Source: an optimization exercise on an open RTL-to-GDS flow (aim: small area). Production flows keep margins and buffers that such runs may drop.
Only simulation tests tie the RTL to the original design; equivalence was not proved.

==> flow/design.v <==
`timescale 1ns / 1ps
module top(
    input         clk,
    input         rst,
    input  [26:0] freq_config,
    input  [26:0] phas_config,
    output reg [13:0] S
    );
    reg [26:0] T;
    reg        tc;
    wire [26:0] a = T & {27{~rst}};
    wire        am = tc & ~rst;
    wire s0 = a[0] ^ freq_config[0];
    wire c1 = a[0] & freq_config[0];
    wire s2 = a[1] ^ freq_config[1] ^ c1;
    wire c3 = (a[1] & freq_config[1]) | (c1 & (a[1] ^ freq_config[1]));
    wire s4 = a[2] ^ freq_config[2] ^ c3;
    wire c5 = (a[2] & freq_config[2]) | (c3 & (a[2] ^ freq_config[2]));
    wire s6 = a[3] ^ freq_config[3] ^ c5;
    wire c7 = (a[3] & freq_config[3]) | (c5 & (a[3] ^ freq_config[3]));
    wire s8 = a[4] ^ freq_config[4] ^ c7;
    wire c9 = (a[4] & freq_config[4]) | (c7 & (a[4] ^ freq_config[4]));
    wire s10 = a[5] ^ freq_config[5] ^ c9;
    wire c11 = (a[5] & freq_config[5]) | (c9 & (a[5] ^ freq_config[5]));
    wire s12 = a[6] ^ freq_config[6] ^ c11;
    wire c13 = (a[6] & freq_config[6]) | (c11 & (a[6] ^ freq_config[6]));
    wire s14 = a[7] ^ freq_config[7] ^ c13;
    wire c15 = (a[7] & freq_config[7]) | (c13 & (a[7] ^ freq_config[7]));
    wire s16 = a[8] ^ freq_config[8] ^ c15;
    wire c17 = (a[8] & freq_config[8]) | (c15 & (a[8] ^ freq_config[8]));
    wire s18 = a[9] ^ freq_config[9] ^ c17;
    wire c19 = (a[9] & freq_config[9]) | (c17 & (a[9] ^ freq_config[9]));
    wire s20 = a[10] ^ freq_config[10] ^ c19;
    wire c21 = (a[10] & freq_config[10]) | (c19 & (a[10] ^ freq_config[10]));
    wire s22 = a[11] ^ freq_config[11] ^ c21;
    wire c23 = (a[11] & freq_config[11]) | (c21 & (a[11] ^ freq_config[11]));
    wire s24 = a[12] ^ freq_config[12] ^ c23;
    wire c25 = (a[12] & freq_config[12]) | (c23 & (a[12] ^ freq_config[12]));
    wire s26 = a[13] ^ freq_config[13] ^ c25;
    wire c27 = (a[13] & freq_config[13]) | (c25 & (a[13] ^ freq_config[13]));
    wire s28 = a[14] ^ freq_config[14] ^ am;
    wire c29 = (a[14] & freq_config[14]) | (am & (a[14] ^ freq_config[14]));
    wire s30 = a[15] ^ freq_config[15] ^ c29;
    wire c31 = (a[15] & freq_config[15]) | (c29 & (a[15] ^ freq_config[15]));
    wire s32 = a[16] ^ freq_config[16] ^ c31;
    wire c33 = (a[16] & freq_config[16]) | (c31 & (a[16] ^ freq_config[16]));
    wire s34 = a[17] ^ freq_config[17] ^ c33;
    wire c35 = (a[17] & freq_config[17]) | (c33 & (a[17] ^ freq_config[17]));
    wire s36 = a[18] ^ freq_config[18] ^ c35;
    wire c37 = (a[18] & freq_config[18]) | (c35 & (a[18] ^ freq_config[18]));
    wire s38 = a[19] ^ freq_config[19] ^ c37;
    wire c39 = (a[19] & freq_config[19]) | (c37 & (a[19] ^ freq_config[19]));
    wire s40 = a[20] ^ freq_config[20] ^ c39;
    wire c41 = (a[20] & freq_config[20]) | (c39 & (a[20] ^ freq_config[20]));
    wire s42 = a[21] ^ freq_config[21] ^ c41;
    wire c43 = (a[21] & freq_config[21]) | (c41 & (a[21] ^ freq_config[21]));
    wire s44 = a[22] ^ freq_config[22] ^ c43;
    wire c45 = (a[22] & freq_config[22]) | (c43 & (a[22] ^ freq_config[22]));
    wire s46 = a[23] ^ freq_config[23] ^ c45;
    wire c47 = (a[23] & freq_config[23]) | (c45 & (a[23] ^ freq_config[23]));
    wire s48 = a[24] ^ freq_config[24] ^ c47;
    wire c49 = (a[24] & freq_config[24]) | (c47 & (a[24] ^ freq_config[24]));
    wire s50 = a[25] ^ freq_config[25] ^ c49;
    wire c51 = (a[25] & freq_config[25]) | (c49 & (a[25] ^ freq_config[25]));
    wire s52 = a[26] ^ freq_config[26] ^ c51;
    wire c53 = (a[26] & freq_config[26]) | (c51 & (a[26] ^ freq_config[26]));
    always @(posedge clk) begin
        T  <= {s52, s50, s48, s46, s44, s42, s40, s38, s36, s34, s32, s30, s28, s26, s24, s22, s20, s18, s16, s14, s12, s10, s8, s6, s4, s2, s0};
        tc <= c27;
    end
    wire s54 = a[14] ^ am;
    wire c55 = a[14] & am;
    wire s56 = a[15] ^ c55;
    wire c57 = a[15] & c55;
    wire s58 = a[16] ^ c57;
    wire c59 = a[16] & c57;
    wire s60 = a[17] ^ c59;
    wire c61 = a[17] & c59;
    wire s62 = a[18] ^ c61;
    wire c63 = a[18] & c61;
    wire s64 = a[19] ^ phas_config[19] ^ c63;
    wire c65 = (a[19] & phas_config[19]) | (c63 & (a[19] ^ phas_config[19]));
    wire s66 = a[20] ^ phas_config[20] ^ c65;
    wire c67 = (a[20] & phas_config[20]) | (c65 & (a[20] ^ phas_config[20]));
    wire s68 = a[21] ^ phas_config[21] ^ c67;
    wire c69 = (a[21] & phas_config[21]) | (c67 & (a[21] ^ phas_config[21]));
    wire s70 = a[22] ^ phas_config[22] ^ c69;
    wire c71 = (a[22] & phas_config[22]) | (c69 & (a[22] ^ phas_config[22]));
    wire s72 = a[23] ^ phas_config[23] ^ c71;
    wire c73 = (a[23] & phas_config[23]) | (c71 & (a[23] ^ phas_config[23]));
    wire s74 = a[24] ^ phas_config[24] ^ c73;
    wire c75 = (a[24] & phas_config[24]) | (c73 & (a[24] ^ phas_config[24]));
    wire s76 = a[25] ^ phas_config[25] ^ c75;
    wire c77 = (a[25] & phas_config[25]) | (c75 & (a[25] ^ phas_config[25]));
    wire s78 = a[26] ^ phas_config[26] ^ c77;
    wire c79 = a[0] & phas_config[0];
    wire c80 = (a[1] & phas_config[1]) | (c79 & (a[1] | phas_config[1]));
    wire c81 = (a[2] & phas_config[2]) | (c80 & (a[2] | phas_config[2]));
    wire c82 = (a[3] & phas_config[3]) | (c81 & (a[3] | phas_config[3]));
    wire c83 = (a[4] & phas_config[4]) | (c82 & (a[4] | phas_config[4]));
    wire c84 = (a[5] & phas_config[5]) | (c83 & (a[5] | phas_config[5]));
    wire c85 = (a[6] & phas_config[6]) | (c84 & (a[6] | phas_config[6]));
    wire c86 = (a[7] & phas_config[7]) | (c85 & (a[7] | phas_config[7]));
    wire c87 = (a[8] & phas_config[8]) | (c86 & (a[8] | phas_config[8]));
    wire c88 = (a[9] & phas_config[9]) | (c87 & (a[9] | phas_config[9]));
    wire c89 = (a[10] & phas_config[10]) | (c88 & (a[10] | phas_config[10]));
    wire c90 = (a[11] & phas_config[11]) | (c89 & (a[11] | phas_config[11]));
    wire c91 = (a[12] & phas_config[12]) | (c90 & (a[12] | phas_config[12]));
    wire c92 = (a[13] & phas_config[13]) | (c91 & (a[13] | phas_config[13]));
    wire c93 = (s54 & phas_config[14]) | (c92 & (s54 | phas_config[14]));
    wire c94 = (s56 & phas_config[15]) | (c93 & (s56 | phas_config[15]));
    wire c95 = (s58 & phas_config[16]) | (c94 & (s58 | phas_config[16]));
    wire c96 = (s60 & phas_config[17]) | (c95 & (s60 | phas_config[17]));
    wire c97 = (s62 & phas_config[18]) | (c96 & (s62 | phas_config[18]));
    reg [7:0] z0;
    reg       k0;
    always @(posedge clk) begin
        z0 <= {s78, s76, s74, s72, s70, s68, s66, s64};
        k0 <= c97;
    end
    wire k98 = k0;
    wire s99 = z0[0] ^ k98;
    wire c100 = z0[0] & k98;
    wire s101 = z0[1] ^ c100;
    wire c102 = z0[1] & c100;
    wire s103 = z0[2] ^ c102;
    wire c104 = z0[2] & c102;
    wire s105 = z0[3] ^ c104;
    wire c106 = z0[3] & c104;
    wire s107 = z0[4] ^ c106;
    wire c108 = z0[4] & c106;
    wire s109 = z0[5] ^ c108;
    wire c110 = z0[5] & c108;
    wire s111 = z0[6] ^ c110;
    wire c112 = z0[6] & c110;
    wire s113 = z0[7] ^ c112;
    reg [7:0] ph1, ph2, ph3;
    reg [5:0] u4;
    reg       ss4, sc4;
    always @(posedge clk) begin
        ph1 <= {s113, s111, s109, s107, s105, s103, s101, s99};
        ph2 <= ph1;
        ph3 <= ph2;
        u4  <= ph3[5:0] ^ {6{ph3[6]}};
        ss4 <= ph3[7];
        sc4 <= ph3[7] ^ ph3[6];
    end
    reg        rd;
    reg [13:0] ci, cq;
    wire s114 = ~ci[0];
    wire s115 = ~(ci[1] ^ ci[0]);
    wire c116 = ci[1] | ci[0];
    wire s117 = ci[2] ^ c116;
    wire c118 = ci[2] & c116;
    wire s119 = ~(ci[3] ^ c118);
    wire c120 = ci[3] | c118;
    wire s121 = ci[4] ^ c120;
    wire c122 = ci[4] & c120;
    wire s123 = ci[5] ^ c122;
    wire c124 = ci[5] & c122;
    wire s125 = ci[6] ^ c124;
    wire c126 = ci[6] & c124;
    wire s127 = ci[7] ^ c126;
    wire c128 = ci[7] & c126;
    wire s129 = ci[8] ^ c128;
    wire c130 = ci[8] & c128;
    wire s131 = ci[9] ^ c130;
    wire c132 = ci[9] & c130;
    wire s133 = ci[10] ^ c132;
    wire c134 = ci[10] & c132;
    wire s135 = ci[11] ^ c134;
    wire c136 = ci[11] & c134;
    wire s137 = ci[12] ^ c136;
    wire c138 = ci[12] & c136;
    wire s139 = ci[13] ^ c138;
    wire c140 = ci[13] & c138;
    wire s141 = ~cq[0];
    wire s142 = cq[1] ^ cq[0];
    wire c143 = cq[1] & cq[0];
    wire s144 = ~(cq[2] ^ c143);
    wire c145 = cq[2] | c143;
    wire s146 = ~(cq[3] ^ c145);
    wire c147 = cq[3] | c145;
    wire s148 = cq[4] ^ c147;
    wire c149 = cq[4] & c147;
    wire s150 = cq[5] ^ c149;
    wire c151 = cq[5] & c149;
    wire s152 = cq[6] ^ c151;
    wire c153 = cq[6] & c151;
    wire s154 = cq[7] ^ c153;
    wire c155 = cq[7] & c153;
    wire s156 = cq[8] ^ c155;
    wire c157 = cq[8] & c155;
    wire s158 = cq[9] ^ c157;
    wire c159 = cq[9] & c157;
    wire s160 = cq[10] ^ c159;
    wire c161 = cq[10] & c159;
    wire s162 = cq[11] ^ c161;
    wire c163 = cq[11] & c161;
    wire s164 = cq[12] ^ c163;
    wire c165 = cq[12] & c163;
    wire s166 = cq[13] ^ c165;
    wire c167 = cq[13] & c165;
    always @(posedge clk) begin
        rd <= rst;
        ci <= {s139, s137, s135, s133, s131, s129, s127, s125, s123, s121, s119, s117, s115, s114} & {14{~rd}};
        cq <= {s166, s164, s162, s160, s158, s156, s154, s152, s150, s148, s146, s144, s142, s141} & {14{~rd}};
    end
    wire [5:0] ul = u4;
    reg [3:0] qs_one, qs_two, qs_neg;
    always @(*) begin
        case (u4)
            6'd0: begin qs_one = 4'd2; qs_two = 4'd1; qs_neg = 4'd1; end
            6'd1: begin qs_one = 4'd3; qs_two = 4'd0; qs_neg = 4'd0; end
            6'd2: begin qs_one = 4'd4; qs_two = 4'd2; qs_neg = 4'd2; end
            6'd3: begin qs_one = 4'd7; qs_two = 4'd0; qs_neg = 4'd3; end
            6'd4: begin qs_one = 4'd4; qs_two = 4'd1; qs_neg = 4'd1; end
            6'd5: begin qs_one = 4'd5; qs_two = 4'd0; qs_neg = 4'd0; end
            6'd6: begin qs_one = 4'd6; qs_two = 4'd0; qs_neg = 4'd0; end
            6'd7: begin qs_one = 4'd5; qs_two = 4'd2; qs_neg = 4'd1; end
            6'd8: begin qs_one = 4'd2; qs_two = 4'd5; qs_neg = 4'd3; end
            6'd9: begin qs_one = 4'd3; qs_two = 4'd4; qs_neg = 4'd2; end
            6'd10: begin qs_one = 4'd8; qs_two = 4'd4; qs_neg = 4'd4; end
            6'd11: begin qs_one = 4'd11; qs_two = 4'd4; qs_neg = 4'd5; end
            6'd12: begin qs_one = 4'd8; qs_two = 4'd7; qs_neg = 4'd5; end
            6'd13: begin qs_one = 4'd13; qs_two = 4'd2; qs_neg = 4'd6; end
            6'd14: begin qs_one = 4'd14; qs_two = 4'd0; qs_neg = 4'd6; end
            6'd15: begin qs_one = 4'd13; qs_two = 4'd0; qs_neg = 4'd5; end
            6'd16: begin qs_one = 4'd14; qs_two = 4'd1; qs_neg = 4'd5; end
            6'd17: begin qs_one = 4'd15; qs_two = 4'd0; qs_neg = 4'd4; end
            6'd18: begin qs_one = 4'd8; qs_two = 4'd2; qs_neg = 4'd2; end
            6'd19: begin qs_one = 4'd10; qs_two = 4'd1; qs_neg = 4'd3; end
            6'd20: begin qs_one = 4'd11; qs_two = 4'd0; qs_neg = 4'd2; end
            6'd21: begin qs_one = 4'd8; qs_two = 4'd0; qs_neg = 4'd0; end
            6'd22: begin qs_one = 4'd11; qs_two = 4'd0; qs_neg = 4'd1; end
            6'd23: begin qs_one = 4'd11; qs_two = 4'd0; qs_neg = 4'd0; end
            6'd24: begin qs_one = 4'd12; qs_two = 4'd2; qs_neg = 4'd2; end
            6'd25: begin qs_one = 4'd14; qs_two = 4'd1; qs_neg = 4'd3; end
            6'd26: begin qs_one = 4'd15; qs_two = 4'd0; qs_neg = 4'd2; end
            6'd27: begin qs_one = 4'd13; qs_two = 4'd0; qs_neg = 4'd1; end
            6'd28: begin qs_one = 4'd14; qs_two = 4'd1; qs_neg = 4'd1; end
            6'd29: begin qs_one = 4'd14; qs_two = 4'd0; qs_neg = 4'd0; end
            6'd30: begin qs_one = 4'd12; qs_two = 4'd3; qs_neg = 4'd1; end
            6'd31: begin qs_one = 4'd9; qs_two = 4'd6; qs_neg = 4'd2; end
            6'd32: begin qs_one = 4'd11; qs_two = 4'd4; qs_neg = 4'd3; end
            6'd33: begin qs_one = 4'd11; qs_two = 4'd4; qs_neg = 4'd2; end
            6'd34: begin qs_one = 4'd9; qs_two = 4'd4; qs_neg = 4'd1; end
            6'd35: begin qs_one = 4'd1; qs_two = 4'd12; qs_neg = 4'd4; end
            6'd36: begin qs_one = 4'd3; qs_two = 4'd12; qs_neg = 4'd5; end
            6'd37: begin qs_one = 4'd3; qs_two = 4'd12; qs_neg = 4'd4; end
            6'd38: begin qs_one = 4'd1; qs_two = 4'd14; qs_neg = 4'd5; end
            6'd39: begin qs_one = 4'd5; qs_two = 4'd10; qs_neg = 4'd6; end
            6'd40: begin qs_one = 4'd6; qs_two = 4'd9; qs_neg = 4'd7; end
            6'd41: begin qs_one = 4'd6; qs_two = 4'd8; qs_neg = 4'd6; end
            6'd42: begin qs_one = 4'd4; qs_two = 4'd9; qs_neg = 4'd5; end
            6'd43: begin qs_one = 4'd5; qs_two = 4'd8; qs_neg = 4'd5; end
            6'd44: begin qs_one = 4'd5; qs_two = 4'd8; qs_neg = 4'd4; end
            6'd45: begin qs_one = 4'd6; qs_two = 4'd9; qs_neg = 4'd5; end
            6'd46: begin qs_one = 4'd7; qs_two = 4'd8; qs_neg = 4'd5; end
            6'd47: begin qs_one = 4'd7; qs_two = 4'd8; qs_neg = 4'd4; end
            6'd48: begin qs_one = 4'd4; qs_two = 4'd11; qs_neg = 4'd5; end
            6'd49: begin qs_one = 4'd5; qs_two = 4'd10; qs_neg = 4'd5; end
            6'd50: begin qs_one = 4'd0; qs_two = 4'd10; qs_neg = 4'd2; end
            6'd51: begin qs_one = 4'd1; qs_two = 4'd10; qs_neg = 4'd2; end
            6'd52: begin qs_one = 4'd2; qs_two = 4'd9; qs_neg = 4'd3; end
            6'd53: begin qs_one = 4'd3; qs_two = 4'd8; qs_neg = 4'd3; end
            6'd54: begin qs_one = 4'd2; qs_two = 4'd8; qs_neg = 4'd2; end
            6'd55: begin qs_one = 4'd2; qs_two = 4'd8; qs_neg = 4'd2; end
            6'd56: begin qs_one = 4'd3; qs_two = 4'd8; qs_neg = 4'd2; end
            6'd57: begin qs_one = 4'd3; qs_two = 4'd8; qs_neg = 4'd2; end
            6'd58: begin qs_one = 4'd0; qs_two = 4'd9; qs_neg = 4'd1; end
            6'd59: begin qs_one = 4'd0; qs_two = 4'd9; qs_neg = 4'd1; end
            6'd60: begin qs_one = 4'd1; qs_two = 4'd8; qs_neg = 4'd1; end
            6'd61: begin qs_one = 4'd1; qs_two = 4'd8; qs_neg = 4'd1; end
            6'd62: begin qs_one = 4'd1; qs_two = 4'd8; qs_neg = 4'd1; end
            6'd63: begin qs_one = 4'd1; qs_two = 4'd8; qs_neg = 4'd1; end
            default: begin qs_one = 4'd0; qs_two = 4'd0; qs_neg = 4'd0; end
        endcase
    end
    reg [3:0] qc_one, qc_two, qc_neg;
    always @(*) begin
        case (u4)
            6'd0: begin qc_one = 4'd1; qc_two = 4'd8; qc_neg = 4'd1; end
            6'd1: begin qc_one = 4'd1; qc_two = 4'd8; qc_neg = 4'd1; end
            6'd2: begin qc_one = 4'd1; qc_two = 4'd8; qc_neg = 4'd1; end
            6'd3: begin qc_one = 4'd1; qc_two = 4'd8; qc_neg = 4'd1; end
            6'd4: begin qc_one = 4'd0; qc_two = 4'd9; qc_neg = 4'd1; end
            6'd5: begin qc_one = 4'd0; qc_two = 4'd9; qc_neg = 4'd1; end
            6'd6: begin qc_one = 4'd3; qc_two = 4'd8; qc_neg = 4'd2; end
            6'd7: begin qc_one = 4'd3; qc_two = 4'd8; qc_neg = 4'd2; end
            6'd8: begin qc_one = 4'd2; qc_two = 4'd8; qc_neg = 4'd2; end
            6'd9: begin qc_one = 4'd2; qc_two = 4'd8; qc_neg = 4'd2; end
            6'd10: begin qc_one = 4'd3; qc_two = 4'd8; qc_neg = 4'd3; end
            6'd11: begin qc_one = 4'd2; qc_two = 4'd9; qc_neg = 4'd3; end
            6'd12: begin qc_one = 4'd1; qc_two = 4'd10; qc_neg = 4'd2; end
            6'd13: begin qc_one = 4'd0; qc_two = 4'd10; qc_neg = 4'd2; end
            6'd14: begin qc_one = 4'd5; qc_two = 4'd10; qc_neg = 4'd5; end
            6'd15: begin qc_one = 4'd4; qc_two = 4'd11; qc_neg = 4'd5; end
            6'd16: begin qc_one = 4'd7; qc_two = 4'd8; qc_neg = 4'd4; end
            6'd17: begin qc_one = 4'd7; qc_two = 4'd8; qc_neg = 4'd5; end
            6'd18: begin qc_one = 4'd6; qc_two = 4'd9; qc_neg = 4'd5; end
            6'd19: begin qc_one = 4'd5; qc_two = 4'd8; qc_neg = 4'd4; end
            6'd20: begin qc_one = 4'd5; qc_two = 4'd8; qc_neg = 4'd5; end
            6'd21: begin qc_one = 4'd4; qc_two = 4'd9; qc_neg = 4'd5; end
            6'd22: begin qc_one = 4'd6; qc_two = 4'd8; qc_neg = 4'd6; end
            6'd23: begin qc_one = 4'd6; qc_two = 4'd9; qc_neg = 4'd7; end
            6'd24: begin qc_one = 4'd5; qc_two = 4'd10; qc_neg = 4'd6; end
            6'd25: begin qc_one = 4'd1; qc_two = 4'd14; qc_neg = 4'd5; end
            6'd26: begin qc_one = 4'd3; qc_two = 4'd12; qc_neg = 4'd4; end
            6'd27: begin qc_one = 4'd3; qc_two = 4'd12; qc_neg = 4'd5; end
            6'd28: begin qc_one = 4'd1; qc_two = 4'd12; qc_neg = 4'd4; end
            6'd29: begin qc_one = 4'd9; qc_two = 4'd4; qc_neg = 4'd1; end
            6'd30: begin qc_one = 4'd11; qc_two = 4'd4; qc_neg = 4'd2; end
            6'd31: begin qc_one = 4'd11; qc_two = 4'd4; qc_neg = 4'd3; end
            6'd32: begin qc_one = 4'd9; qc_two = 4'd6; qc_neg = 4'd2; end
            6'd33: begin qc_one = 4'd12; qc_two = 4'd3; qc_neg = 4'd1; end
            6'd34: begin qc_one = 4'd14; qc_two = 4'd0; qc_neg = 4'd0; end
            6'd35: begin qc_one = 4'd14; qc_two = 4'd1; qc_neg = 4'd1; end
            6'd36: begin qc_one = 4'd13; qc_two = 4'd0; qc_neg = 4'd1; end
            6'd37: begin qc_one = 4'd15; qc_two = 4'd0; qc_neg = 4'd2; end
            6'd38: begin qc_one = 4'd14; qc_two = 4'd1; qc_neg = 4'd3; end
            6'd39: begin qc_one = 4'd12; qc_two = 4'd2; qc_neg = 4'd2; end
            6'd40: begin qc_one = 4'd11; qc_two = 4'd0; qc_neg = 4'd0; end
            6'd41: begin qc_one = 4'd11; qc_two = 4'd0; qc_neg = 4'd1; end
            6'd42: begin qc_one = 4'd8; qc_two = 4'd0; qc_neg = 4'd0; end
            6'd43: begin qc_one = 4'd11; qc_two = 4'd0; qc_neg = 4'd2; end
            6'd44: begin qc_one = 4'd10; qc_two = 4'd1; qc_neg = 4'd3; end
            6'd45: begin qc_one = 4'd8; qc_two = 4'd2; qc_neg = 4'd2; end
            6'd46: begin qc_one = 4'd15; qc_two = 4'd0; qc_neg = 4'd4; end
            6'd47: begin qc_one = 4'd14; qc_two = 4'd1; qc_neg = 4'd5; end
            6'd48: begin qc_one = 4'd13; qc_two = 4'd0; qc_neg = 4'd5; end
            6'd49: begin qc_one = 4'd14; qc_two = 4'd0; qc_neg = 4'd6; end
            6'd50: begin qc_one = 4'd13; qc_two = 4'd2; qc_neg = 4'd6; end
            6'd51: begin qc_one = 4'd8; qc_two = 4'd7; qc_neg = 4'd5; end
            6'd52: begin qc_one = 4'd11; qc_two = 4'd4; qc_neg = 4'd5; end
            6'd53: begin qc_one = 4'd8; qc_two = 4'd4; qc_neg = 4'd4; end
            6'd54: begin qc_one = 4'd3; qc_two = 4'd4; qc_neg = 4'd2; end
            6'd55: begin qc_one = 4'd2; qc_two = 4'd5; qc_neg = 4'd3; end
            6'd56: begin qc_one = 4'd5; qc_two = 4'd2; qc_neg = 4'd1; end
            6'd57: begin qc_one = 4'd6; qc_two = 4'd0; qc_neg = 4'd0; end
            6'd58: begin qc_one = 4'd5; qc_two = 4'd0; qc_neg = 4'd0; end
            6'd59: begin qc_one = 4'd4; qc_two = 4'd1; qc_neg = 4'd1; end
            6'd60: begin qc_one = 4'd7; qc_two = 4'd0; qc_neg = 4'd3; end
            6'd61: begin qc_one = 4'd4; qc_two = 4'd2; qc_neg = 4'd2; end
            6'd62: begin qc_one = 4'd3; qc_two = 4'd0; qc_neg = 4'd0; end
            6'd63: begin qc_one = 4'd2; qc_two = 4'd1; qc_neg = 4'd1; end
            default: begin qc_one = 4'd0; qc_two = 4'd0; qc_neg = 4'd0; end
        endcase
    end
    wire g168 = qc_neg[0] ^ sc4;
    wire p169 = ((qc_one[0] & ci[0])) ^ g168;
    wire p170 = ((qc_one[0] & ci[1]) | (qc_two[0] & ci[0])) ^ g168;
    wire p171 = ((qc_one[0] & ci[2]) | (qc_two[0] & ci[1])) ^ g168;
    wire p172 = ((qc_one[0] & ci[3]) | (qc_two[0] & ci[2])) ^ g168;
    wire p173 = ((qc_one[0] & ci[4]) | (qc_two[0] & ci[3])) ^ g168;
    wire p174 = ((qc_one[0] & ci[5]) | (qc_two[0] & ci[4])) ^ g168;
    wire p175 = ((qc_one[0] & ci[6]) | (qc_two[0] & ci[5])) ^ g168;
    wire p176 = ((qc_one[0] & ci[7]) | (qc_two[0] & ci[6])) ^ g168;
    wire p177 = ((qc_one[0] & ci[8]) | (qc_two[0] & ci[7])) ^ g168;
    wire p178 = ((qc_one[0] & ci[9]) | (qc_two[0] & ci[8])) ^ g168;
    wire p179 = ((qc_one[0] & ci[10]) | (qc_two[0] & ci[9])) ^ g168;
    wire p180 = ((qc_one[0] & ci[11]) | (qc_two[0] & ci[10])) ^ g168;
    wire p181 = ((qc_one[0] & ci[12]) | (qc_two[0] & ci[11])) ^ g168;
    wire p182 = ((qc_one[0] & ci[13]) | (qc_two[0] & ci[12])) ^ g168;
    wire p183 = ((qc_two[0] & ci[13])) ^ g168;
    wire g184 = ~g168;
    wire g185 = qc_neg[1] ^ sc4;
    wire p186 = ((qc_one[1] & ci[0])) ^ g185;
    wire p187 = ((qc_one[1] & ci[1]) | (qc_two[1] & ci[0])) ^ g185;
    wire p188 = ((qc_one[1] & ci[2]) | (qc_two[1] & ci[1])) ^ g185;
    wire p189 = ((qc_one[1] & ci[3]) | (qc_two[1] & ci[2])) ^ g185;
    wire p190 = ((qc_one[1] & ci[4]) | (qc_two[1] & ci[3])) ^ g185;
    wire p191 = ((qc_one[1] & ci[5]) | (qc_two[1] & ci[4])) ^ g185;
    wire p192 = ((qc_one[1] & ci[6]) | (qc_two[1] & ci[5])) ^ g185;
    wire p193 = ((qc_one[1] & ci[7]) | (qc_two[1] & ci[6])) ^ g185;
    wire p194 = ((qc_one[1] & ci[8]) | (qc_two[1] & ci[7])) ^ g185;
    wire p195 = ((qc_one[1] & ci[9]) | (qc_two[1] & ci[8])) ^ g185;
    wire p196 = ((qc_one[1] & ci[10]) | (qc_two[1] & ci[9])) ^ g185;
    wire p197 = ((qc_one[1] & ci[11]) | (qc_two[1] & ci[10])) ^ g185;
    wire p198 = ((qc_one[1] & ci[12]) | (qc_two[1] & ci[11])) ^ g185;
    wire p199 = ((qc_one[1] & ci[13]) | (qc_two[1] & ci[12])) ^ g185;
    wire p200 = ((qc_two[1] & ci[13])) ^ g185;
    wire g201 = ~g185;
    wire g202 = qc_neg[2] ^ sc4;
    wire p203 = ((qc_one[2] & ci[0])) ^ g202;
    wire p204 = ((qc_one[2] & ci[1]) | (qc_two[2] & ci[0])) ^ g202;
    wire p205 = ((qc_one[2] & ci[2]) | (qc_two[2] & ci[1])) ^ g202;
    wire p206 = ((qc_one[2] & ci[3]) | (qc_two[2] & ci[2])) ^ g202;
    wire p207 = ((qc_one[2] & ci[4]) | (qc_two[2] & ci[3])) ^ g202;
    wire p208 = ((qc_one[2] & ci[5]) | (qc_two[2] & ci[4])) ^ g202;
    wire p209 = ((qc_one[2] & ci[6]) | (qc_two[2] & ci[5])) ^ g202;
    wire p210 = ((qc_one[2] & ci[7]) | (qc_two[2] & ci[6])) ^ g202;
    wire p211 = ((qc_one[2] & ci[8]) | (qc_two[2] & ci[7])) ^ g202;
    wire p212 = ((qc_one[2] & ci[9]) | (qc_two[2] & ci[8])) ^ g202;
    wire p213 = ((qc_one[2] & ci[10]) | (qc_two[2] & ci[9])) ^ g202;
    wire p214 = ((qc_one[2] & ci[11]) | (qc_two[2] & ci[10])) ^ g202;
    wire p215 = ((qc_one[2] & ci[12]) | (qc_two[2] & ci[11])) ^ g202;
    wire p216 = ((qc_one[2] & ci[13]) | (qc_two[2] & ci[12])) ^ g202;
    wire p217 = ((qc_two[2] & ci[13])) ^ g202;
    wire g218 = ~g202;
    wire g219 = qc_neg[3] ^ sc4;
    wire p220 = ((qc_one[3] & ci[0])) ^ g219;
    wire p221 = ((qc_one[3] & ci[1]) | (qc_two[3] & ci[0])) ^ g219;
    wire p222 = ((qc_one[3] & ci[2]) | (qc_two[3] & ci[1])) ^ g219;
    wire p223 = ((qc_one[3] & ci[3]) | (qc_two[3] & ci[2])) ^ g219;
    wire p224 = ((qc_one[3] & ci[4]) | (qc_two[3] & ci[3])) ^ g219;
    wire p225 = ((qc_one[3] & ci[5]) | (qc_two[3] & ci[4])) ^ g219;
    wire p226 = ((qc_one[3] & ci[6]) | (qc_two[3] & ci[5])) ^ g219;
    wire p227 = ((qc_one[3] & ci[7]) | (qc_two[3] & ci[6])) ^ g219;
    wire p228 = ((qc_one[3] & ci[8]) | (qc_two[3] & ci[7])) ^ g219;
    wire p229 = ((qc_one[3] & ci[9]) | (qc_two[3] & ci[8])) ^ g219;
    wire p230 = ((qc_one[3] & ci[10]) | (qc_two[3] & ci[9])) ^ g219;
    wire p231 = ((qc_one[3] & ci[11]) | (qc_two[3] & ci[10])) ^ g219;
    wire p232 = ((qc_one[3] & ci[12]) | (qc_two[3] & ci[11])) ^ g219;
    wire p233 = ((qc_one[3] & ci[13]) | (qc_two[3] & ci[12])) ^ g219;
    wire p234 = ((qc_two[3] & ci[13])) ^ g219;
    wire g235 = ~g219;
    wire g236 = qs_neg[0] ^ ss4;
    wire p237 = ((qs_one[0] & cq[0])) ^ g236;
    wire p238 = ((qs_one[0] & cq[1]) | (qs_two[0] & cq[0])) ^ g236;
    wire p239 = ((qs_one[0] & cq[2]) | (qs_two[0] & cq[1])) ^ g236;
    wire p240 = ((qs_one[0] & cq[3]) | (qs_two[0] & cq[2])) ^ g236;
    wire p241 = ((qs_one[0] & cq[4]) | (qs_two[0] & cq[3])) ^ g236;
    wire p242 = ((qs_one[0] & cq[5]) | (qs_two[0] & cq[4])) ^ g236;
    wire p243 = ((qs_one[0] & cq[6]) | (qs_two[0] & cq[5])) ^ g236;
    wire p244 = ((qs_one[0] & cq[7]) | (qs_two[0] & cq[6])) ^ g236;
    wire p245 = ((qs_one[0] & cq[8]) | (qs_two[0] & cq[7])) ^ g236;
    wire p246 = ((qs_one[0] & cq[9]) | (qs_two[0] & cq[8])) ^ g236;
    wire p247 = ((qs_one[0] & cq[10]) | (qs_two[0] & cq[9])) ^ g236;
    wire p248 = ((qs_one[0] & cq[11]) | (qs_two[0] & cq[10])) ^ g236;
    wire p249 = ((qs_one[0] & cq[12]) | (qs_two[0] & cq[11])) ^ g236;
    wire p250 = ((qs_one[0] & cq[13]) | (qs_two[0] & cq[12])) ^ g236;
    wire p251 = ((qs_two[0] & cq[13])) ^ g236;
    wire g252 = ~g236;
    wire g253 = qs_neg[1] ^ ss4;
    wire p254 = ((qs_one[1] & cq[0])) ^ g253;
    wire p255 = ((qs_one[1] & cq[1]) | (qs_two[1] & cq[0])) ^ g253;
    wire p256 = ((qs_one[1] & cq[2]) | (qs_two[1] & cq[1])) ^ g253;
    wire p257 = ((qs_one[1] & cq[3]) | (qs_two[1] & cq[2])) ^ g253;
    wire p258 = ((qs_one[1] & cq[4]) | (qs_two[1] & cq[3])) ^ g253;
    wire p259 = ((qs_one[1] & cq[5]) | (qs_two[1] & cq[4])) ^ g253;
    wire p260 = ((qs_one[1] & cq[6]) | (qs_two[1] & cq[5])) ^ g253;
    wire p261 = ((qs_one[1] & cq[7]) | (qs_two[1] & cq[6])) ^ g253;
    wire p262 = ((qs_one[1] & cq[8]) | (qs_two[1] & cq[7])) ^ g253;
    wire p263 = ((qs_one[1] & cq[9]) | (qs_two[1] & cq[8])) ^ g253;
    wire p264 = ((qs_one[1] & cq[10]) | (qs_two[1] & cq[9])) ^ g253;
    wire p265 = ((qs_one[1] & cq[11]) | (qs_two[1] & cq[10])) ^ g253;
    wire p266 = ((qs_one[1] & cq[12]) | (qs_two[1] & cq[11])) ^ g253;
    wire p267 = ((qs_one[1] & cq[13]) | (qs_two[1] & cq[12])) ^ g253;
    wire p268 = ((qs_two[1] & cq[13])) ^ g253;
    wire g269 = ~g253;
    wire g270 = qs_neg[2] ^ ss4;
    wire p271 = ((qs_one[2] & cq[0])) ^ g270;
    wire p272 = ((qs_one[2] & cq[1]) | (qs_two[2] & cq[0])) ^ g270;
    wire p273 = ((qs_one[2] & cq[2]) | (qs_two[2] & cq[1])) ^ g270;
    wire p274 = ((qs_one[2] & cq[3]) | (qs_two[2] & cq[2])) ^ g270;
    wire p275 = ((qs_one[2] & cq[4]) | (qs_two[2] & cq[3])) ^ g270;
    wire p276 = ((qs_one[2] & cq[5]) | (qs_two[2] & cq[4])) ^ g270;
    wire p277 = ((qs_one[2] & cq[6]) | (qs_two[2] & cq[5])) ^ g270;
    wire p278 = ((qs_one[2] & cq[7]) | (qs_two[2] & cq[6])) ^ g270;
    wire p279 = ((qs_one[2] & cq[8]) | (qs_two[2] & cq[7])) ^ g270;
    wire p280 = ((qs_one[2] & cq[9]) | (qs_two[2] & cq[8])) ^ g270;
    wire p281 = ((qs_one[2] & cq[10]) | (qs_two[2] & cq[9])) ^ g270;
    wire p282 = ((qs_one[2] & cq[11]) | (qs_two[2] & cq[10])) ^ g270;
    wire p283 = ((qs_one[2] & cq[12]) | (qs_two[2] & cq[11])) ^ g270;
    wire p284 = ((qs_one[2] & cq[13]) | (qs_two[2] & cq[12])) ^ g270;
    wire p285 = ((qs_two[2] & cq[13])) ^ g270;
    wire g286 = ~g270;
    wire g287 = qs_neg[3] ^ ss4;
    wire p288 = ((qs_one[3] & cq[0])) ^ g287;
    wire p289 = ((qs_one[3] & cq[1]) | (qs_two[3] & cq[0])) ^ g287;
    wire p290 = ((qs_one[3] & cq[2]) | (qs_two[3] & cq[1])) ^ g287;
    wire p291 = ((qs_one[3] & cq[3]) | (qs_two[3] & cq[2])) ^ g287;
    wire p292 = ((qs_one[3] & cq[4]) | (qs_two[3] & cq[3])) ^ g287;
    wire p293 = ((qs_one[3] & cq[5]) | (qs_two[3] & cq[4])) ^ g287;
    wire p294 = ((qs_one[3] & cq[6]) | (qs_two[3] & cq[5])) ^ g287;
    wire p295 = ((qs_one[3] & cq[7]) | (qs_two[3] & cq[6])) ^ g287;
    wire p296 = ((qs_one[3] & cq[8]) | (qs_two[3] & cq[7])) ^ g287;
    wire p297 = ((qs_one[3] & cq[9]) | (qs_two[3] & cq[8])) ^ g287;
    wire p298 = ((qs_one[3] & cq[10]) | (qs_two[3] & cq[9])) ^ g287;
    wire p299 = ((qs_one[3] & cq[11]) | (qs_two[3] & cq[10])) ^ g287;
    wire p300 = ((qs_one[3] & cq[12]) | (qs_two[3] & cq[11])) ^ g287;
    wire p301 = ((qs_one[3] & cq[13]) | (qs_two[3] & cq[12])) ^ g287;
    wire p302 = ((qs_two[3] & cq[13])) ^ g287;
    wire g303 = ~g287;
    wire s304 = g185 ^ p171;
    wire c305 = g185 & p171;
    wire s306 = p172 ^ p187;
    wire c307 = p172 & p187;
    wire s308 = g202 ^ p173 ^ p188;
    wire c309 = (g202 & p173) | (p188 & (g202 ^ p173));
    wire s310 = p203 ^ c307;
    wire c311 = p203 & c307;
    wire s312 = p174 ^ p189 ^ p204;
    wire c313 = (p174 & p189) | (p204 & (p174 ^ p189));
    wire s314 = c309 ^ s312;
    wire c315 = c309 & s312;
    wire s316 = g219 ^ p175 ^ p190;
    wire c317 = (g219 & p175) | (p190 & (g219 ^ p175));
    wire s318 = p205 ^ p220 ^ c313;
    wire c319 = (p205 & p220) | (c313 & (p205 ^ p220));
    wire s320 = s316 ^ c315;
    wire c321 = s316 & c315;
    wire s322 = p176 ^ p191 ^ p206;
    wire c323 = (p176 & p191) | (p206 & (p176 ^ p191));
    wire s324 = p221 ^ c317 ^ s322;
    wire c325 = (p221 & c317) | (s322 & (p221 ^ c317));
    wire s326 = c319 ^ s324;
    wire c327 = c319 & s324;
    wire s328 = p177 ^ p192 ^ p207;
    wire c329 = (p177 & p192) | (p207 & (p177 ^ p192));
    wire s330 = p222 ^ c323 ^ s328;
    wire c331 = (p222 & c323) | (s328 & (p222 ^ c323));
    wire s332 = c325 ^ s330;
    wire c333 = c325 & s330;
    wire [8:0] lxA = {c327, c321, s318, c311, s308, c305, p186, p170, g168};
    wire [8:0] lyA = {s332, s326, s320, s314, s310, s306, s304, 1'b0, p169};
    wire [9:0] lsA = lxA + lyA;
    wire s334 = g253 ^ p239;
    wire c335 = g253 & p239;
    wire s336 = p240 ^ p255;
    wire c337 = p240 & p255;
    wire s338 = g270 ^ p241 ^ p256;
    wire c339 = (g270 & p241) | (p256 & (g270 ^ p241));
    wire s340 = p271 ^ c337;
    wire c341 = p271 & c337;
    wire s342 = p242 ^ p257 ^ p272;
    wire c343 = (p242 & p257) | (p272 & (p242 ^ p257));
    wire s344 = c339 ^ s342;
    wire c345 = c339 & s342;
    wire s346 = g287 ^ p243 ^ p258;
    wire c347 = (g287 & p243) | (p258 & (g287 ^ p243));
    wire s348 = p273 ^ p288 ^ c343;
    wire c349 = (p273 & p288) | (c343 & (p273 ^ p288));
    wire s350 = s346 ^ c345;
    wire c351 = s346 & c345;
    wire s352 = p244 ^ p259 ^ p274;
    wire c353 = (p244 & p259) | (p274 & (p244 ^ p259));
    wire s354 = p289 ^ c347 ^ s352;
    wire c355 = (p289 & c347) | (s352 & (p289 ^ c347));
    wire s356 = c349 ^ s354;
    wire c357 = c349 & s354;
    wire s358 = p245 ^ p260 ^ p275;
    wire c359 = (p245 & p260) | (p275 & (p245 ^ p260));
    wire s360 = p290 ^ c353 ^ s358;
    wire c361 = (p290 & c353) | (s358 & (p290 ^ c353));
    wire s362 = c355 ^ s360;
    wire c363 = c355 & s360;
    wire [8:0] lxB = {c357, c351, s348, c341, s338, c335, p254, p238, g236};
    wire [8:0] lyB = {s362, s356, s350, s344, s340, s336, s334, 1'b0, p237};
    wire [9:0] lsB = lxB + lyB;
    wire s364 = p178 ^ p193 ^ p208;
    wire c365 = (p178 & p193) | (p208 & (p178 ^ p193));
    wire s366 = p223 ^ p246 ^ p261;
    wire c367 = (p223 & p246) | (p261 & (p223 ^ p246));
    wire s368 = p276 ^ p291 ^ c329;
    wire c369 = (p276 & p291) | (c329 & (p276 ^ p291));
    wire s370 = c359 ^ s364 ^ s366;
    wire c371 = (c359 & s364) | (s366 & (c359 ^ s364));
    wire s372 = c331 ^ c361 ^ s368;
    wire c373 = (c331 & c361) | (s368 & (c331 ^ c361));
    wire s374 = s370 ^ c333 ^ c363;
    wire c375 = (s370 & c333) | (c363 & (s370 ^ c333));
    wire s376 = s372 ^ s374;
    wire c377 = s372 & s374;
    wire s378 = p179 ^ p194 ^ p209;
    wire c379 = (p179 & p194) | (p209 & (p179 ^ p194));
    wire s380 = p224 ^ p247 ^ p262;
    wire c381 = (p224 & p247) | (p262 & (p224 ^ p247));
    wire s382 = p277 ^ p292 ^ c365;
    wire c383 = (p277 & p292) | (c365 & (p277 ^ p292));
    wire s384 = c367 ^ s378 ^ s380;
    wire c385 = (c367 & s378) | (s380 & (c367 ^ s378));
    wire s386 = c369 ^ c371 ^ s382;
    wire c387 = (c369 & c371) | (s382 & (c369 ^ c371));
    wire s388 = s384 ^ c373 ^ s386;
    wire c389 = (s384 & c373) | (s386 & (s384 ^ c373));
    wire s390 = c375 ^ s388;
    wire c391 = c375 & s388;
    wire s392 = p180 ^ p195 ^ p210;
    wire c393 = (p180 & p195) | (p210 & (p180 ^ p195));
    wire s394 = p225 ^ p248 ^ p263;
    wire c395 = (p225 & p248) | (p263 & (p225 ^ p248));
    wire s396 = p278 ^ p293 ^ c379;
    wire c397 = (p278 & p293) | (c379 & (p278 ^ p293));
    wire s398 = c381 ^ s392 ^ s394;
    wire c399 = (c381 & s392) | (s394 & (c381 ^ s392));
    wire s400 = c383 ^ c385 ^ s396;
    wire c401 = (c383 & c385) | (s396 & (c383 ^ c385));
    wire s402 = s398 ^ c387 ^ s400;
    wire c403 = (s398 & c387) | (s400 & (s398 ^ c387));
    wire s404 = c389 ^ s402;
    wire c405 = c389 & s402;
    wire s406 = p181 ^ p196 ^ p211;
    wire c407 = (p181 & p196) | (p211 & (p181 ^ p196));
    wire s408 = p226 ^ p249 ^ p264;
    wire c409 = (p226 & p249) | (p264 & (p226 ^ p249));
    wire s410 = p279 ^ p294 ^ c393;
    wire c411 = (p279 & p294) | (c393 & (p279 ^ p294));
    wire s412 = c395 ^ s406 ^ s408;
    wire c413 = (c395 & s406) | (s408 & (c395 ^ s406));
    wire s414 = c397 ^ c399 ^ s410;
    wire c415 = (c397 & c399) | (s410 & (c397 ^ c399));
    wire s416 = s412 ^ c401 ^ s414;
    wire c417 = (s412 & c401) | (s414 & (s412 ^ c401));
    wire s418 = c403 ^ s416;
    wire c419 = c403 & s416;
    wire s420 = p182 ^ p197 ^ p212;
    wire c421 = (p182 & p197) | (p212 & (p182 ^ p197));
    wire s422 = p227 ^ p250 ^ p265;
    wire c423 = (p227 & p250) | (p265 & (p227 ^ p250));
    wire s424 = p280 ^ p295 ^ c407;
    wire c425 = (p280 & p295) | (c407 & (p280 ^ p295));
    wire s426 = c409 ^ s420 ^ s422;
    wire c427 = (c409 & s420) | (s422 & (c409 ^ s420));
    wire s428 = c411 ^ c413 ^ s424;
    wire c429 = (c411 & c413) | (s424 & (c411 ^ c413));
    wire s430 = s426 ^ c415 ^ s428;
    wire c431 = (s426 & c415) | (s428 & (s426 ^ c415));
    wire s432 = c417 ^ s430;
    wire c433 = c417 & s430;
    wire s434 = p183 ^ p198 ^ p213;
    wire c435 = (p183 & p198) | (p213 & (p183 ^ p198));
    wire s436 = p228 ^ p251 ^ p266;
    wire c437 = (p228 & p251) | (p266 & (p228 ^ p251));
    wire s438 = p281 ^ p296 ^ c421;
    wire c439 = (p281 & p296) | (c421 & (p281 ^ p296));
    wire s440 = c423 ^ s434 ^ s436;
    wire c441 = (c423 & s434) | (s436 & (c423 ^ s434));
    wire s442 = c425 ^ c427 ^ s438;
    wire c443 = (c425 & c427) | (s438 & (c425 ^ c427));
    wire s444 = s440 ^ c429 ^ s442;
    wire c445 = (s440 & c429) | (s442 & (s440 ^ c429));
    wire s446 = c431 ^ s444;
    wire c447 = c431 & s444;
    wire s448 = g184 ^ g252 ^ p199;
    wire c449 = (g184 & g252) | (p199 & (g184 ^ g252));
    wire s450 = p214 ^ p229 ^ p267;
    wire c451 = (p214 & p229) | (p267 & (p214 ^ p229));
    wire s452 = p282 ^ p297 ^ c435;
    wire c453 = (p282 & p297) | (c435 & (p282 ^ p297));
    wire s454 = c437 ^ s448 ^ s450;
    wire c455 = (c437 & s448) | (s450 & (c437 ^ s448));
    wire s456 = c439 ^ c441 ^ s452;
    wire c457 = (c439 & c441) | (s452 & (c439 ^ c441));
    wire s458 = s454 ^ c443 ^ s456;
    wire c459 = (s454 & c443) | (s456 & (s454 ^ c443));
    wire s460 = c445 ^ s458;
    wire c461 = c445 & s458;
    wire s462 = 1'b1 ^ p200 ^ p215;
    wire c463 = (1'b1 & p200) | (p215 & (1'b1 ^ p200));
    wire s464 = p230 ^ p268 ^ p283;
    wire c465 = (p230 & p268) | (p283 & (p230 ^ p268));
    wire s466 = p298 ^ c449 ^ c451;
    wire c467 = (p298 & c449) | (c451 & (p298 ^ c449));
    wire s468 = s462 ^ s464 ^ c453;
    wire c469 = (s462 & s464) | (c453 & (s462 ^ s464));
    wire s470 = c455 ^ s466 ^ c457;
    wire c471 = (c455 & s466) | (c457 & (c455 ^ s466));
    wire s472 = s468 ^ c459 ^ s470;
    wire c473 = (s468 & c459) | (s470 & (s468 ^ c459));
    wire s474 = 1'b1 ^ g201 ^ g269;
    wire c475 = (1'b1 & g201) | (g269 & (1'b1 ^ g201));
    wire s476 = p216 ^ p231 ^ p284;
    wire c477 = (p216 & p231) | (p284 & (p216 ^ p231));
    wire s478 = p299 ^ s474 ^ c463;
    wire c479 = (p299 & s474) | (c463 & (p299 ^ s474));
    wire s480 = c465 ^ s476 ^ c467;
    wire c481 = (c465 & s476) | (c467 & (c465 ^ s476));
    wire s482 = s478 ^ c469 ^ s480;
    wire c483 = (s478 & c469) | (s480 & (s478 ^ c469));
    wire s484 = c471 ^ s482;
    wire c485 = c471 & s482;
    wire s486 = p217 ^ p232 ^ p285;
    wire c487 = (p217 & p232) | (p285 & (p217 ^ p232));
    wire s488 = p300 ^ c475 ^ c477;
    wire c489 = (p300 & c475) | (c477 & (p300 ^ c475));
    wire s490 = s486 ^ c479 ^ s488;
    wire c491 = (s486 & c479) | (s488 & (s486 ^ c479));
    wire s492 = c481 ^ s490 ^ c483;
    wire c493 = (c481 & s490) | (c483 & (c481 ^ s490));
    wire s494 = 1'b1 ^ g218 ^ g286;
    wire c495 = (1'b1 & g218) | (g286 & (1'b1 ^ g218));
    wire s496 = p233 ^ p301 ^ s494;
    wire c497 = (p233 & p301) | (s494 & (p233 ^ p301));
    wire s498 = c487 ^ c489 ^ s496;
    wire c499 = (c487 & c489) | (s496 & (c487 ^ c489));
    wire s500 = c491 ^ s498;
    wire c501 = c491 & s498;
    wire s502 = p234 ^ p302 ^ c495;
    wire c503 = (p234 & p302) | (c495 & (p234 ^ p302));
    wire s504 = c497 ^ s502 ^ c499;
    wire c505 = (c497 & s502) | (c499 & (c497 ^ s502));
    wire s506 = 1'b1 ^ g235 ^ g303;
    wire c507 = (1'b1 & g235) | (g303 & (1'b1 ^ g235));
    wire s508 = s506 ^ c503;
    wire c509 = s506 & c503;
    wire [14:0] r1 = {c507, s508, c501, s500, c485, s484, c461, c447, c433, c419, c405, c391, c377, s376, 1'b1};
    wire [14:0] r2 = {c509, c505, s504, c493, s492, c473, s472, s460, s446, s432, s418, s404, s390, lsA[9], lsB[9]};
    wire [14:0] rs = r1 + r2;
    always @(posedge clk) S <= rs[14:1];
endmodule
==> flow/run.sh <==
#!/bin/bash
# synth_recipe.tcl (not shown) runs the flow's synth.tcl, then flattens the netlist and writes it again
# the make line also repeats each setting of config.mk as NAME=value (left out here)
make -C /OpenROAD-flow-scripts/flow DESIGN_CONFIG=/design/flow/config.mk WORK_HOME=/design/flow/orfs CLKGATE_MAP_FILE= SYNTH_SCRIPT=/design/flow/synth_recipe.tcl finish
==> flow/config.mk <==
export PLATFORM = sky130hd
export DESIGN_NAME = top
export DESIGN_NICKNAME = top
export VERILOG_FILES = /design/flow/design.v
export SDC_FILE = /design/flow/constraint.sdc
export NUM_CORES = 4
export LEC_CHECK = 0
export CAP_MARGIN = 20
export CORE_MARGIN = 2
export CORE_UTILIZATION = 40
export SLEW_MARGIN = 20
==> flow/constraint.sdc <==
create_clock -name core_clock -period 8.0 [get_ports {clk}]
set_input_delay 1.6000 -clock core_clock [delete_from_list [all_inputs] [get_ports {clk}]]
set_output_delay 1.6000 -clock core_clock [all_outputs]
set_load 0.01 [all_outputs]
==> summary.txt <==
# TYPE chip_impl_metric gauge
chip_impl_metric{name="cp_max_fo",unit=""} 5
chip_impl_metric{name="fin_tns_setup",unit="ps"} 0
chip_impl_metric{name="grt_start_max_net_pins",unit=""} 32
chip_impl_metric{name="seq_area_frac_synth",unit=""} 0.230
chip_impl_metric{name="final_area",unit="um^2"} 12700
chip_impl_info{name="grt_setup_unrepaired",value="false"} 1
chip_impl_metric{name="gr-usage-all-layers",unit=""} 0.174
chip_impl_metric{name="syn_inst",unit=""} 1182
chip_impl_info{name="critPathLaunchType",value="input pin"} 1
chip_impl_metric{name="detailed_place_hpwl",unit="mm"} 18.3
chip_impl_metric{name="placement_rows",unit=""} 61
chip_impl_metric{name="antenna_cells",unit=""} 0
chip_impl_metric{name="ff2ff_setup_slack",unit="ps"} 1870
chip_impl_metric{name="final_util",unit=""} 0.461
chip_impl_metric{name="die-area",unit="um^2"} 29200
chip_impl_metric{name="detailed_place.area",unit="um^2"} 12100
chip_impl_metric{name="syn_nets",unit=""} 1444
chip_impl_info{name="largest_family_of_logic_cells_by_synthesized_area",value="adder cells"} 1
chip_impl_metric{name="tightest_slew",unit="ps"} 1090
chip_impl_metric{name="clock-sinks",unit=""} 128
chip_impl_metric{name="synth_edf_count",unit=""} 0
chip_impl_metric{name="drc_errors",unit=""} 0
chip_impl_metric{name="maxSlewHeadroom",unit=""} 0.273
chip_impl_info{name="whs_endpoint",value="ph2[7]$_DFF_P_"} 1
chip_impl_metric{name="synth-compound-area-share",unit=""} 0.178
chip_impl_metric{name="drive_gt1_frac",unit=""} 0.0545
chip_impl_metric{name="fin_worst_skew",unit="ps"} 8.75
chip_impl_metric{name="synth_top_cell_area_share",unit=""} 0.230
chip_impl_info{name="cts_root_buffer",value="sky130_fd_sc_hd__clkbuf_16"} 1
chip_impl_metric{name="hold_violations",unit=""} 0
chip_impl_metric{name="io_buffers",unit=""} 69
chip_impl_metric{name="initial_core_util",unit=""} 0.404
chip_impl_info{name="critical_path_class",value="input pin to register"} 1
chip_impl_metric{name="cts.repair.resized",unit=""} 0
chip_impl_metric{name="clock_tree.htree_level_count",unit=""} 4
chip_impl_metric{name="total_congestion_overflow_after_global_routing",unit=""} 0
chip_impl_info{name="synth.largest_area_cell",value="sky130_fd_sc_hd__dfxtp_1"} 1
chip_impl_info{name="post-synth-top-count-cell",value="sky130_fd_sc_hd__dfxtp_1"} 1
chip_impl_metric{name="post-cts-setup-buffer-count",unit=""} 0
chip_impl_metric{name="multi_input_area",unit="um^2"} 7970
chip_impl_metric{name="synthDistinctLibCells",unit=""} 64
chip_impl_metric{name="final_period_minus_worst_setup_slack",unit="ps"} 7130
chip_impl_metric{name="number_of_global_route_vias_before_repair",unit=""} 8476
chip_impl_metric{name="ff_latch_area",unit="um^2"} 2560
chip_impl_metric{name="worst_skew_pair_latency",unit="ps"} 420
chip_impl_metric{name="nets",unit=""} 1459
chip_impl_metric{name="path_clk_slew",unit="ps"} 70
chip_impl_metric{name="route.vias.total",unit=""} 8403
chip_impl_info{name="synth_top_cells_by_count",value="128 x sky130_fd_sc_hd__dfxtp_1, 108 x sky130_fd_sc_hd__fa_1, 107 x sky130_fd_sc_hd__xnor2_1"} 1
chip_impl_metric{name="globalplace.congestion",unit=""} 0.866
chip_impl_metric{name="drt.antenna.violating_nets",unit=""} 0
chip_impl_metric{name="yosys.area_share.xor_xnor",unit=""} 0.123
chip_impl_metric{name="worstPathArrival",unit="ps"} 7510
chip_impl_metric{name="report.final.slew_viol_count",unit=""} 0
chip_impl_metric{name="avgRoutedWirePerCell",unit="um"} 15.3
chip_impl_metric{name="cts_inserted_buffers",unit=""} 17
chip_impl_metric{name="syn-cell-area",unit="um^2"} 11200
chip_impl_metric{name="max_cap_violations",unit=""} 0
chip_impl_metric{name="min_path_cells",unit=""} 0
chip_impl_metric{name="setup_viol_count_final",unit=""} 0
chip_impl_info{name="result_of_the_run",value="timing/DRC/antenna clean"} 1
chip_impl_metric{name="synth_area_per_cell",unit="um^2"} 9.43
chip_impl_info{name="worstReg2RegEnd",value="S[12]$_DFF_P_"} 1
chip_impl_metric{name="detail_route.iter0.violations",unit=""} 529
chip_impl_metric{name="area.growth.synth_to_final",unit="%"} 14.2
chip_impl_info{name="r2r_start",value="sc4$_DFF_P_"} 1
chip_impl_metric{name="synth-seq-cells",unit=""} 128
chip_impl_metric{name="detail_route.first_pass.iterations",unit=""} 5
chip_impl_info{name="worstHoldPathType",value="register to register"} 1
chip_impl_info{name="synth.area.top_cells",value="sky130_fd_sc_hd__dfxtp_1 23%, sky130_fd_sc_hd__fa_1 19%, sky130_fd_sc_hd__ha_1 11%"} 1
chip_impl_metric{name="place_worst_setup_slack",unit="ps"} 379
chip_impl_info{name="worst_setup_path_startpoint",value="rst"} 1
chip_impl_metric{name="core_area",unit="um^2"} 27600
chip_impl_metric{name="antenna_found_initial",unit=""} 0
chip_impl_metric{name="die_w",unit="um"} 171
chip_impl_metric{name="layout_setup_ws",unit="ps"} 866
chip_impl_info{name="crit_end_element",value="register"} 1
chip_impl_metric{name="number_of_buffers_between_clock_root_and_the_deepest_sink",unit=""} 2
chip_impl_metric{name="grt_pass1_wl",unit="mm"} 41.3
chip_impl_metric{name="hold_buffers",unit=""} 0
chip_impl_metric{name="post_synth_fa_ha_maj_area_fraction",unit=""} 0.307
chip_impl_metric{name="share_of_flip_flops_with_an_asynchronous_set_or_reset",unit=""} 0
chip_impl_info{name="start_point_of_the_worst_min_delay_path",value="ph1[7]$_DFF_P_"} 1
chip_impl_metric{name="mux_contribution_to_synthesized_area",unit=""} 0.00471
chip_impl_metric{name="required",unit="ps"} 8370
chip_impl_info{name="synth_flop_cell",value="sky130_fd_sc_hd__dfxtp_1"} 1
chip_impl_metric{name="r2r_cells",unit=""} 19
chip_impl_metric{name="period_share",unit=""} 0.892
chip_impl_metric{name="yosysWarningCount",unit=""} 1
chip_impl_metric{name="fmax",unit="GHz"} 0.140
chip_impl_metric{name="synth_simple_gate_area_share",unit=""} 0.0979
chip_impl_metric{name="route.final.wire_length",unit="mm"} 24.2
chip_impl_metric{name="io-pin-count",unit=""} 70
chip_impl_metric{name="die_y",unit="um"} 171
chip_impl_metric{name="fill_cells",unit=""} 2678
chip_impl_metric{name="post_drt_via_cell_ratio",unit=""} 5.29
chip_impl_info{name="clock_tree_from_tritoncts",value="built"} 1
[worst max-delay path, cell delays in order]
cell	delay, ps
sky130_fd_sc_hd__clkdlybuf4s50_1	540
sky130_fd_sc_hd__nor2b_1	70
sky130_fd_sc_hd__ha_1	190
sky130_fd_sc_hd__fa_1	410
sky130_fd_sc_hd__inv_1	90
sky130_fd_sc_hd__fa_1	160
sky130_fd_sc_hd__inv_1	50
sky130_fd_sc_hd__fa_1	370
sky130_fd_sc_hd__fa_1	390
sky130_fd_sc_hd__fa_1	390
sky130_fd_sc_hd__fa_1	380
sky130_fd_sc_hd__fa_1	390
sky130_fd_sc_hd__fa_1	400
sky130_fd_sc_hd__fa_1	390
sky130_fd_sc_hd__fa_1	400
sky130_fd_sc_hd__fa_1	390
sky130_fd_sc_hd__fa_1	360
sky130_fd_sc_hd__inv_1	70
sky130_fd_sc_hd__fa_1	400
sky130_fd_sc_hd__inv_1	50
[metal layers]
metal,GRT usage,vias to the layer above,wire length [um]
li1,-,4086,-
met1,0.228,4018,11000
met2,0.291,264,11400
met3,0.0368,35,1450
met4,0.0490,0,355
met5,0,-,0
[stage by stage]
| step | instances | hold WS [ps] |
|---|---|---|
| global route | 1588 | 319 |
| global placement | 1556 | 311 |
| floorplan | 1182 | 310 |
| CTS | 1588 | 323 |
| finish | 1588 | 325 |
| detailed placement | 1556 | 312 |
[logic make-up (layout without fill, tap and decap cells)]
group | count (synthesis) | after routing
AO/OA/AOI/OAI | 289 | 289
AND/OR/NAND/NOR | 224 | 224
adder cells (fa/ha/maj) | 209 | 209
buffers and inverters | 174 | 202
XOR/XNOR | 154 | 154
flip-flops | 128 | 128
multiplexers | 4 | 4
[layout by cell type, fill, tap and decap left out, types with 6 or more instances in the layout]
cell type                         Yosys  final
sky130_fd_sc_hd__a21oi_1             49     49
sky130_fd_sc_hd__nand2b_1             9      9
sky130_fd_sc_hd__nor3_1              16     16
sky130_fd_sc_hd__buf_4                0     16
sky130_fd_sc_hd__o21ai_1             14     14
sky130_fd_sc_hd__nand3_1             10     10
sky130_fd_sc_hd__o22ai_1              7      7
sky130_fd_sc_hd__xor2_1              46     40
sky130_fd_sc_hd__clkbuf_16            0     17
sky130_fd_sc_hd__dfxtp_1            128    128
sky130_fd_sc_hd__xnor2_1            107    106
sky130_fd_sc_hd__inv_1               84     84
sky130_fd_sc_hd__fa_1               108    108
sky130_fd_sc_hd__a31oi_1             15     15
sky130_fd_sc_hd__o21ai_0             30     30
sky130_fd_sc_hd__o31ai_1              6      6
sky130_fd_sc_hd__nand2_1             55     55
sky130_fd_sc_hd__a211oi_1             9      9
sky130_fd_sc_hd__clkdlybuf4s50_1      0     69
sky130_fd_sc_hd__nor2b_1             54     54
sky130_fd_sc_hd__xor2_2               0      6
sky130_fd_sc_hd__a22oi_1            104    104
sky130_fd_sc_hd__a21o_1               7      7
sky130_fd_sc_hd__ha_1                98     98
sky130_fd_sc_hd__o211ai_1             8      8
sky130_fd_sc_hd__nor2_1              60     60
[how the worst max path moves through the flow]
stage / to / slack, ps
floorplan: T[13]$_DFF_P_ / 680
global placement: T[13]$_DFF_P_ / 470
detailed placement: T[13]$_DFF_P_ / 380
CTS: T[13]$_DFF_P_ / 830
global route: T[13]$_DFF_P_ / 650
finish: T[13]$_DFF_P_ / 870
[area by class of cell]
type,count,area share
Tap cell,378,0.0371
Timing Repair Buffer,85,0.0637
Clock buffer,17,0.0334
Multi-Input combinational cell,880,0.625
Clock inverter,15,0.0142
Sequential cell,128,0.201
Inverter,85,0.0250
[state kept, by name (all words and copies together) (netlist names), 8 cells and up]
name,cells
T,27
ph1,8
ph2,8
S,14
ci,14
z0,8
ph3,8
cq,14

separate check: timing with driven ports:
Ports are ideal in the flow. The routed layout listed here was re-timed in OpenROAD. Step 1 assumes that a clkbuf_16 drives the clock port and a buf_2 every other input. Step 2 moves the port delays by t, midway between the first and last clock arrival at a register: inputs arrive t later, outputs are due t later. That takes back most of the time a late clock gives input paths. Slacks: ideal / step 1 / step 2; pairs: ideal / step 1.
t (ns): 0.465
setup WS [ns]: 0.866 / 0.891 / 0.426
worst setup path after step 2: input to register
After both steps this run still meets setup and hold. For this run, drivers alone change the setup slack by +0.025 ns; drivers and shift together by -0.440 ns.
